Background: an optimization exercise with open tools, aiming at small area, a short achievable clock period and few clock cycles per item. Do not read the settings as production practice.
Where RTL was checked, it was by simulation tests only, not by an equivalence proof against the original.
Power is estimated from default activity; no workload was simulated.

==> inputs of v30 <==
==> flow/design.v (excerpt) <==
module Neuron (
 input clk,
 input GlobalReset,             
 input Input_Valid,             
 input [11:0] Bias,             
 output Idle,
 input [335:0] Row_Wgt,         
 input [27:0] Row_Pix,          
 output Row_Ready,              
 output [18:0] NeuronOutput,
 output OutputReady);
reg busy;
reg take_r;
reg [5:0] cyc;       
reg o_OutputReady;
wire start = Input_Valid & ~busy;
wire take = start | take_r;
assign Idle = ~busy;
assign Row_Ready = take;
assign OutputReady = o_OutputReady;
reg [1:0] vld_r;    
always @(posedge clk or negedge GlobalReset) begin
  if (!GlobalReset) begin
    busy <= 1'b0;
    take_r <= 1'b0;
    cyc <= 6'd0;
    o_OutputReady <= 1'b0;
    vld_r <= 0;
  end else begin
    vld_r <= {vld_r[0:0], take};
    if (start) begin
      busy <= 1'b1;
      take_r <= 1'b1;
      cyc <= 6'd1;
      o_OutputReady <= 1'b0;
    end else if (busy) begin
      cyc <= cyc + 6'd1;
      if (cyc == 6'd27)
        take_r <= 1'b0;
      if (cyc == 6'd30) begin
        busy <= 1'b0;
        o_OutputReady <= 1'b1;
  ...
clock: 4.0 ns
lec_check: 0
cap_margin: 20
core_margin: 2
core_utilization: 55
cts_buf_list: sky130_fd_sc_hd__clkbuf_8
cts_cluster_diameter: 60
cts_cluster_size: 16
place_density: 0.75
setup_slack_margin: 1.45
slew_margin: 20
synth_hierarchical: 1
synth_minimum_keep_size: 0
standard.sh (not shown) runs the stock make flow with config.mk's settings and CLKGATE_MAP_FILE= SYNTH_SCRIPT=/design/flow/synth_recipe.tcl, a recipe that flattens the netlist after the stock synthesis.
==> flow/flow/run.sh <==
#!/bin/bash
# The standard layout (the standard.sh: standard synthesis, then ORFS to
# finish), with the ports buffered by sky130_fd_sc_hd__buf_1 cells instead of
# the delay buffers buffer_ports picks by default. Make's output goes to
# flow.log; each ORFS step keeps its own log under orfs/logs/.
set -euo pipefail
bash standard.sh "BUFFER_PORTS_ARGS=-buffer_cell sky130_fd_sc_hd__buf_1" finish > flow.log 2>&1
==> inputs of v3, as changes to v30 <==
SETUP_SLACK_MARGIN = 1.75   (was 1.45)
==> inputs of v5, as changes to v30 <==
--- a/flow/design.v
+++ b/flow/design.v
@@ -1705,56 +1705,56 @@
 reg p1_12_2;
 reg p1_13_0;
 reg p1_13_1;
 reg p1_13_2;
 reg p1_14_0;
 reg p1_14_1;
 reg p1_15_0;
 always @(posedge clk) begin
-  p1_0_0 <= p0_0_0 | ~vld_r[0];
-  p1_0_1 <= p0_0_1 | ~vld_r[0];
-  p1_1_0 <= s1l1_fs261 | ~vld_r[0];
-  p1_2_0 <= s1l2_fs283 | ~vld_r[0];
-  p1_2_1 <= p0_2_7 | ~vld_r[0];
-  p1_3_0 <= s1l2_fc283 | ~vld_r[0];
-  p1_3_1 <= s1l2_fs284 | ~vld_r[0];
-  p1_3_2 <= s1l0_fs233 | ~vld_r[0];
-  p1_4_0 <= s1l2_fc284 | ~vld_r[0];
-  p1_4_1 <= s1l2_fs285 | ~vld_r[0];
-  p1_5_0 <= s1l2_fc285 | ~vld_r[0];
-  p1_5_1 <= s1l2_fs286 | ~vld_r[0];
-  p1_5_2 <= s1l1_fs267 | ~vld_r[0];
-  p1_6_0 <= s1l2_fc286 | ~vld_r[0];
-  p1_6_1 <= s1l2_fs287 | ~vld_r[0];
-  p1_6_2 <= s1l1_fs269 | ~vld_r[0];
-  p1_7_0 <= s1l2_fc287 | ~vld_r[0];
-  p1_7_1 <= s1l2_fs288 | ~vld_r[0];
-  p1_7_2 <= s1l1_fs271 | ~vld_r[0];
-  p1_8_0 <= s1l2_fc288 | ~vld_r[0];
-  p1_8_1 <= s1l2_fs289 | ~vld_r[0];
-  p1_8_2 <= s1l1_fs273 | ~vld_r[0];
-  p1_9_0 <= s1l2_fc289 | ~vld_r[0];
-  p1_9_1 <= s1l2_fs290 | ~vld_r[0];
-  p1_9_2 <= s1l1_fs275 | ~vld_r[0];
-  p1_10_0 <= s1l2_fc290 | ~vld_r[0];
-  p1_10_1 <= s1l2_fs291 | ~vld_r[0];
-  p1_10_2 <= s1l1_fs277 | ~vld_r[0];
-  p1_11_0 <= s1l2_fc291 | ~vld_r[0];
-  p1_11_1 <= s1l2_fs292 | ~vld_r[0];
-  p1_11_2 <= s1l1_fs279 | ~vld_r[0];
-  p1_12_0 <= s1l2_fc292 | ~vld_r[0];
-  p1_12_1 <= s1l2_fs293 | ~vld_r[0];
-  p1_12_2 <= s1l1_fs281 | ~vld_r[0];
-  p1_13_0 <= s1l2_fc293 | ~vld_r[0];
-  p1_13_1 <= s1l2_fs294 | ~vld_r[0];
-  p1_13_2 <= p0_13_3 | ~vld_r[0];
-  p1_14_0 <= s1l2_fc294 | ~vld_r[0];
-  p1_14_1 <= s1l2_fs295 | ~vld_r[0];
-  p1_15_0 <= s1l2_fc295 | ~vld_r[0];
+  p1_0_0 <= p0_0_0;
+  p1_0_1 <= p0_0_1;
+  p1_1_0 <= s1l1_fs261;
+  p1_2_0 <= s1l2_fs283;
+  p1_2_1 <= p0_2_7;
+  p1_3_0 <= s1l2_fc283;
+  p1_3_1 <= s1l2_fs284;
+  p1_3_2 <= s1l0_fs233;
+  p1_4_0 <= s1l2_fc284;
+  p1_4_1 <= s1l2_fs285;
+  p1_5_0 <= s1l2_fc285;
+  p1_5_1 <= s1l2_fs286;
+  p1_5_2 <= s1l1_fs267;
+  p1_6_0 <= s1l2_fc286;
+  p1_6_1 <= s1l2_fs287;
+  p1_6_2 <= s1l1_fs269;
+  p1_7_0 <= s1l2_fc287;
+  p1_7_1 <= s1l2_fs288;
+  p1_7_2 <= s1l1_fs271;
+  p1_8_0 <= s1l2_fc288;
+  p1_8_1 <= s1l2_fs289;
+  p1_8_2 <= s1l1_fs273;
+  p1_9_0 <= s1l2_fc289;
+  p1_9_1 <= s1l2_fs290;
+  p1_9_2 <= s1l1_fs275;
+  p1_10_0 <= s1l2_fc290;
+  p1_10_1 <= s1l2_fs291;
+  p1_10_2 <= s1l1_fs277;
+  p1_11_0 <= s1l2_fc291;
+  p1_11_1 <= s1l2_fs292;
+  p1_11_2 <= s1l1_fs279;
+  p1_12_0 <= s1l2_fc292;
+  p1_12_1 <= s1l2_fs293;
+  p1_12_2 <= s1l1_fs281;
+  p1_13_0 <= s1l2_fc293;
+  p1_13_1 <= s1l2_fs294;
+  p1_13_2 <= p0_13_3;
+  p1_14_0 <= s1l2_fc294;
+  p1_14_1 <= s1l2_fs295;
+  p1_15_0 <= s1l2_fc295;
 end
 reg [18:0] acc_s, acc_c;
 wire [18:0] as_in = acc_s;
 wire [18:0] ac_in = acc_c;
 wire accl0_fs296;
 wire accl0_fc296;
 wire accl0_fs297;
 wire accl0_fc297;
@@ -1888,17 +1888,17 @@
 HAN u_accl2_h1 (.a(accl1_fc323), .b(accl1_fs324), .s(accl2_hs1), .co(accl2_hc1));
 FA u_accl2_f336 (.a(accl1_fc324), .b(accl0_fc310), .c(accl0_fs311), .s(accl2_fs336), .co(accl2_fc336));
 FA u_accl2_f337 (.a(accl1_fc325), .b(as_in[17]), .c(ac_in[17]), .s(accl2_fs337), .co(accl2_fc337));
 HAN u_accl2_h2 (.a(as_in[18]), .b(ac_in[18]), .s(accl2_hs2), .co(accl2_hc2));
 always @(posedge clk)
   if (start) begin
     acc_s <= ~{7'd0, Bias};
     acc_c <= {19{1'b1}};
-  end else begin
+  end else if (vld_r[1]) begin
     acc_s <= {accl2_fc337, accl2_fs337, accl2_fc336, accl2_hc1, accl2_fc335, accl2_fc334, accl2_fc333, accl2_fc332, accl2_fc331, accl2_fc330, accl2_fc329, accl2_fc328, accl2_fc327, accl2_hc0, accl2_fc326, accl2_fs326, accl1_fs312, accl0_fc296, accl0_fs296};
     acc_c <= {accl2_hs2, 1'b1, accl1_fs325, accl2_fs336, accl2_hs1, accl2_fs335, accl2_fs334, accl2_fs333, accl2_fs332, accl2_fs331, accl2_fs330, accl2_fs329, accl2_fs328, accl2_fs327, accl2_hs0, 1'b1, 1'b1, accl0_fs297, ac_in[0]};
   end
 reg [18:0] o_NeuronOutput;
 always @(posedge clk)
   o_NeuronOutput <= ~(acc_s + acc_c + 19'd1);
 assign NeuronOutput = o_NeuronOutput;
 endmodule
CORE_UTILIZATION = 40   (was 55)
CTS_BUF_LIST = not set   (was sky130_fd_sc_hd__clkbuf_8)
CTS_CLUSTER_DIAMETER = not set   (was 60)
CTS_CLUSTER_SIZE = not set   (was 16)
PLACE_DENSITY = 0.6   (was 0.75)
SETUP_SLACK_MARGIN = 1.3   (was 1.45)
==> inputs of v15, as changes to v30 <==
--- a/flow/design.v
+++ b/flow/design.v
@@ -517,48 +517,53 @@
  input [11:0] Bias,             
  output Idle,
  input [335:0] Row_Wgt,         
  input [27:0] Row_Pix,          
  output Row_Ready,              
  output [18:0] NeuronOutput,
  output OutputReady);
 reg busy;
+reg idle_r;
 reg take_r;
 reg [5:0] cyc;       
 reg o_OutputReady;
-wire start = Input_Valid & ~busy;
+wire start = Input_Valid & idle_r;
 wire take = start | take_r;
-assign Idle = ~busy;
+assign Idle = idle_r;
 assign Row_Ready = take;
 assign OutputReady = o_OutputReady;
 reg [1:0] vld_r;    
 always @(posedge clk or negedge GlobalReset) begin
   if (!GlobalReset) begin
     busy <= 1'b0;
+    idle_r <= 1'b0;
     take_r <= 1'b0;
     cyc <= 6'd0;
     o_OutputReady <= 1'b0;
     vld_r <= 0;
   end else begin
     vld_r <= {vld_r[0:0], take};
     if (start) begin
       busy <= 1'b1;
+      idle_r <= 1'b0;
       take_r <= 1'b1;
       cyc <= 6'd1;
       o_OutputReady <= 1'b0;
     end else if (busy) begin
       cyc <= cyc + 6'd1;
       if (cyc == 6'd27)
         take_r <= 1'b0;
       if (cyc == 6'd30) begin
         busy <= 1'b0;
+        idle_r <= 1'b1;
         o_OutputReady <= 1'b1;
       end
-    end
+    end else
+      idle_r <= 1'b1;
   end
 end
 wire [11:0] pp [0:27];
 genvar g;
 generate
 for (g = 0; g < 28; g = g + 1) begin : PP
   assign pp[g] = ~(Row_Wgt[12*g +: 12] & {12{Row_Pix[g]}});
 end
HOLD_SLACK_MARGIN = 0   (was not set)
SETUP_SLACK_MARGIN = 1.6   (was 1.45)
TNS_END_PERCENT = 100   (was not set)
==> qor.yml <==
setup_path:
  rrSetupSlack_ns: 1.85
finish:
  multi_input_gates: 888
  post-route-util: 0.6688
  seq_cells: 212
detailed_routing:
  avgViaCountPerCell: 5.333
outcome:
  status: "finished clean"
clock_network:
  post_cts_buffers: 0
sta:
  rsz0062_at_grt: "yes"
That was v15.
==> qor.yml <==
outcome:
  status: "finished clean"
setup_path:
  rrSetupSlack_ns: 1.82
  crit_family: "adder cells"
  critPathMaxFanout: 8
  crit_slowest_cell: "fa_1"
  crit_type: "in2reg"
finish:
  post-route-util: 0.6528
  multi_input_gates: 885
  seq_cells: 211
global_route:
  grt_pass1_vias: 11098
clock_network:
  post_cts_buffers: 0
placement:
  gp_congestion: 0.9997
detailed_routing:
  firstDrtPassIters: 5
  avgViaCountPerCell: 5.332
sta:
  rsz0062_at_grt: "no"
That was v30.
==> qor.yml <==
detailed_routing:
  avgViaCountPerCell: 5.609
finish:
  multi_input_gates: 885
  final_cell_mix: "373 x buf_1, 252 x nand2_1, 239 x fa_1"
global_route:
  grt_first_pass_wirelength_um: 71070
  grt_max_degree: 41
setup_path:
  start_kind: "input pin"
  rrSetupSlack_ns: 1.82
pwr:
  pwr-share-comb: 0.573
outcome:
  status: "finished clean"
sta:
  rsz0062_at_grt: "yes"
That was v3.
==> qor.yml <==
finish:
  post-route-util: 0.4911
  seq_cells: 212
  dominant_cells: "multi-input combinational cells"
  multi_input_gates: 861
  stdcell_count: 2029
sta:
  rsz0062_at_grt: "no"
detailed_routing:
  dr.max_layer_used: "met5"
  avgViaCountPerCell: 4.932
outcome:
  status: "finished clean"
setup_path:
  rrSetupSlack_ns: 1.73
hold_path:
  worstHoldPathType: "in2async"
That was v5.
Testbench counts of v30, summed over its fixed seeds: cycles 5,960, items 192.
Testbench counts of v3, summed over its fixed seeds: cycles 5,960, items 192.
Testbench counts of v15, summed over its fixed seeds: cycles 5,960, items 192.
For v5, only the layout was checked, not whether the RTL still works.

========
==> wip/willow: inputs <==
Neuron, a different RTL version from the one above (not shown whole).
clock: 4.0 ns
lec_check: 0
cap_margin: 20
core_margin: 2
core_utilization: 40
place_density: 0.6
slew_margin: 20
synth_hierarchical: 1
synth_minimum_keep_size: 0
Scripts as last shown in full above: flow/flow/run.sh
==> wip/quartz: changes against wip/willow <==
--- a/flow/design.v
+++ b/flow/design.v
@@ -527,40 +527,43 @@
 reg o_OutputReady;
 wire start = Input_Valid & ~busy;
 wire take = start | take_r;
 assign Idle = ~busy;
 assign Row_Ready = take;
 assign OutputReady = o_OutputReady;
+reg [0:0] vld_r;    
 always @(posedge clk or negedge GlobalReset) begin
   if (!GlobalReset) begin
     busy <= 1'b0;
     take_r <= 1'b0;
     cyc <= 6'd0;
     o_OutputReady <= 1'b0;
+    vld_r <= 0;
   end else begin
+    vld_r[0] <= take;
     if (start) begin
       busy <= 1'b1;
       take_r <= 1'b1;
       cyc <= 6'd1;
       o_OutputReady <= 1'b0;
     end else if (busy) begin
       cyc <= cyc + 6'd1;
       if (cyc == 6'd27)
         take_r <= 1'b0;
-      if (cyc == 6'd28) begin
+      if (cyc == 6'd29) begin
         busy <= 1'b0;
         o_OutputReady <= 1'b1;
       end
     end
   end
 end
 wire [11:0] pp [0:27];
 genvar g;
 generate
 for (g = 0; g < 28; g = g + 1) begin : PP
-  assign pp[g] = ~(Row_Wgt[12*g +: 12] & {12{Row_Pix[g] & take}});
+  assign pp[g] = ~(Row_Wgt[12*g +: 12] & {12{Row_Pix[g]}});
 end
 endgenerate
 wire s0l0_fs0;
 wire s0l0_fc0;
 wire s0l0_fs1;
 wire s0l0_fc1;
@@ -1739,17 +1742,20 @@
 FA u_accl3_f337 (.a(accl2_fc325), .b(as_in[17]), .c(ac_in[17]), .s(accl3_fs337), .co(accl3_fc337));
 HAN u_accl3_h2 (.a(as_in[18]), .b(ac_in[18]), .s(accl3_hs2), .co(accl3_hc2));
 always @(posedge clk)
   if (start) begin
     acc_s <= ~{7'd0, Bias};
     acc_c <= {19{1'b1}};
-  end else begin
+  end else if (vld_r[0]) begin
     acc_s <= {accl3_fc337, accl3_fs337, accl3_fc336, accl3_hc1, accl3_fc335, accl3_fc334, accl3_fc333, accl3_fc332, accl3_fc331, accl3_fc330, accl3_fc329, accl3_fc328, accl3_fc327, accl3_hc0, accl3_fc326, accl3_fs326, accl2_fs312, accl1_fs288, accl0_fs261};
     acc_c <= {accl3_hs2, 1'b1, accl2_fs325, accl3_fs336, accl3_hs1, accl3_fs335, accl3_fs334, accl3_fs333, accl3_fs332, accl3_fs331, accl3_fs330, accl3_fs329, accl3_fs328, accl3_fs327, accl3_hs0, 1'b1, 1'b1, ac_in[1], ac_in[0]};
   end
-assign NeuronOutput = ~acc_s + ~acc_c;
+reg [18:0] o_NeuronOutput;
+always @(posedge clk)
+  o_NeuronOutput <= ~(acc_s + acc_c + 19'd1);
+assign NeuronOutput = o_NeuronOutput;
 endmodule
 module FA (input a, input b, input c, output s, output co);
 assign s = a ^ b ^ c;
 assign co = (a & b) | (a & c) | (b & c);
 endmodule
 module HAN (input a, input b, output s, output co);
--- a/flow/config.mk
+++ b/flow/config.mk
@@ -6,9 +6,10 @@
 export NUM_CORES = 4
 export LEC_CHECK = 0
 export CAP_MARGIN = 20
 export CORE_MARGIN = 2
 export CORE_UTILIZATION = 40
 export PLACE_DENSITY = 0.6
+export SETUP_SLACK_MARGIN = 0.5
 export SLEW_MARGIN = 20
 export SYNTH_HIERARCHICAL = 1
 export SYNTH_MINIMUM_KEEP_SIZE = 0
==> results.tsv <==
metric	value	unit
fraction of area in multi-input gates	62.5	%
tap cells	390	
Worst Setup EP	p0_3_4	
Reg-to-Reg Start	busy	
max reg flops	19	
Crit path arrival time	4.12	ns
fin nets	2232	
#MultiIn Comb	869	
DRT Pass-1 Iters	5	
DRT iter0 DRCs	759	
status	no timing/DRC/antenna violations	
routed len/inst	23.7	um
storage element area	2390	sq um
first-pass GRT wire length	64.5	mm
fin area	14900	sq um
fillers	2805	
clk sinks	117	
Comb power frac	75.5	%
That was wip/willow.
==> results.tsv <==
metric	value	unit
status	no timing/DRC/antenna violations	
Cell Area, Placed	14600	sq um
clk buf depth	2	
clk sinks	137	
fraction of area in multi-input gates	61.2	%
first-pass GRT wire length	62.9	mm
DRT Pass-1 Iters	4	
Max Used Layer	met4	
Comb power frac	65.8	%
fin nets	2207	
#MultiIn Comb	860	
storage element area	2980	sq um
tap cells	396	
DRT iter0 DRCs	609	
fin area	15100	sq um
Gate Count Post-Synth	1056	
That was wip/quartz.
Testbench counts of wip/quartz, summed over its fixed seeds: cycles 5,768, items 192.
No functional check of the RTL was part of wip/willow.

separate check: timing with driven ports:
No port has a modelled driver above. Below, the same layouts with a new extraction and two added sets of constraints.
Step 1 assumes that a clkbuf_16 drives the clock port and a buf_2 every other input.
Step 2 moves the port delays by t, midway between the first and last clock arrival at a register: inputs arrive t later, outputs are due t later. That takes back most of the time a late clock gives input paths.
a / b / c = ideal / step 1 / step 2; a / b = the first two.
run	t (ns)	slack for setup (ns)	worst setup path at the end	pins driven straight from the clock port
v30	0.555	1.481 / 1.498 / 0.943	input to register	1
v3	0.557	1.672 / 1.636 / 1.079	input to register	1
v5	0.550	1.369 / 1.388 / 0.837	input to register	1
v15	0.536	1.590 / 1.605 / 1.069	input to register	1
wip/willow	0.448	0.175 / 0.185 / -0.262	input to register	1
wip/quartz	0.462	0.869 / 0.894 / 0.433	input to register	1
With both steps, setup timing fails in wip/willow, where it was met with ideal ports. For v3, which loses most, drivers alone change the setup slack by -0.036 ns; drivers and shift together by -0.593 ns.
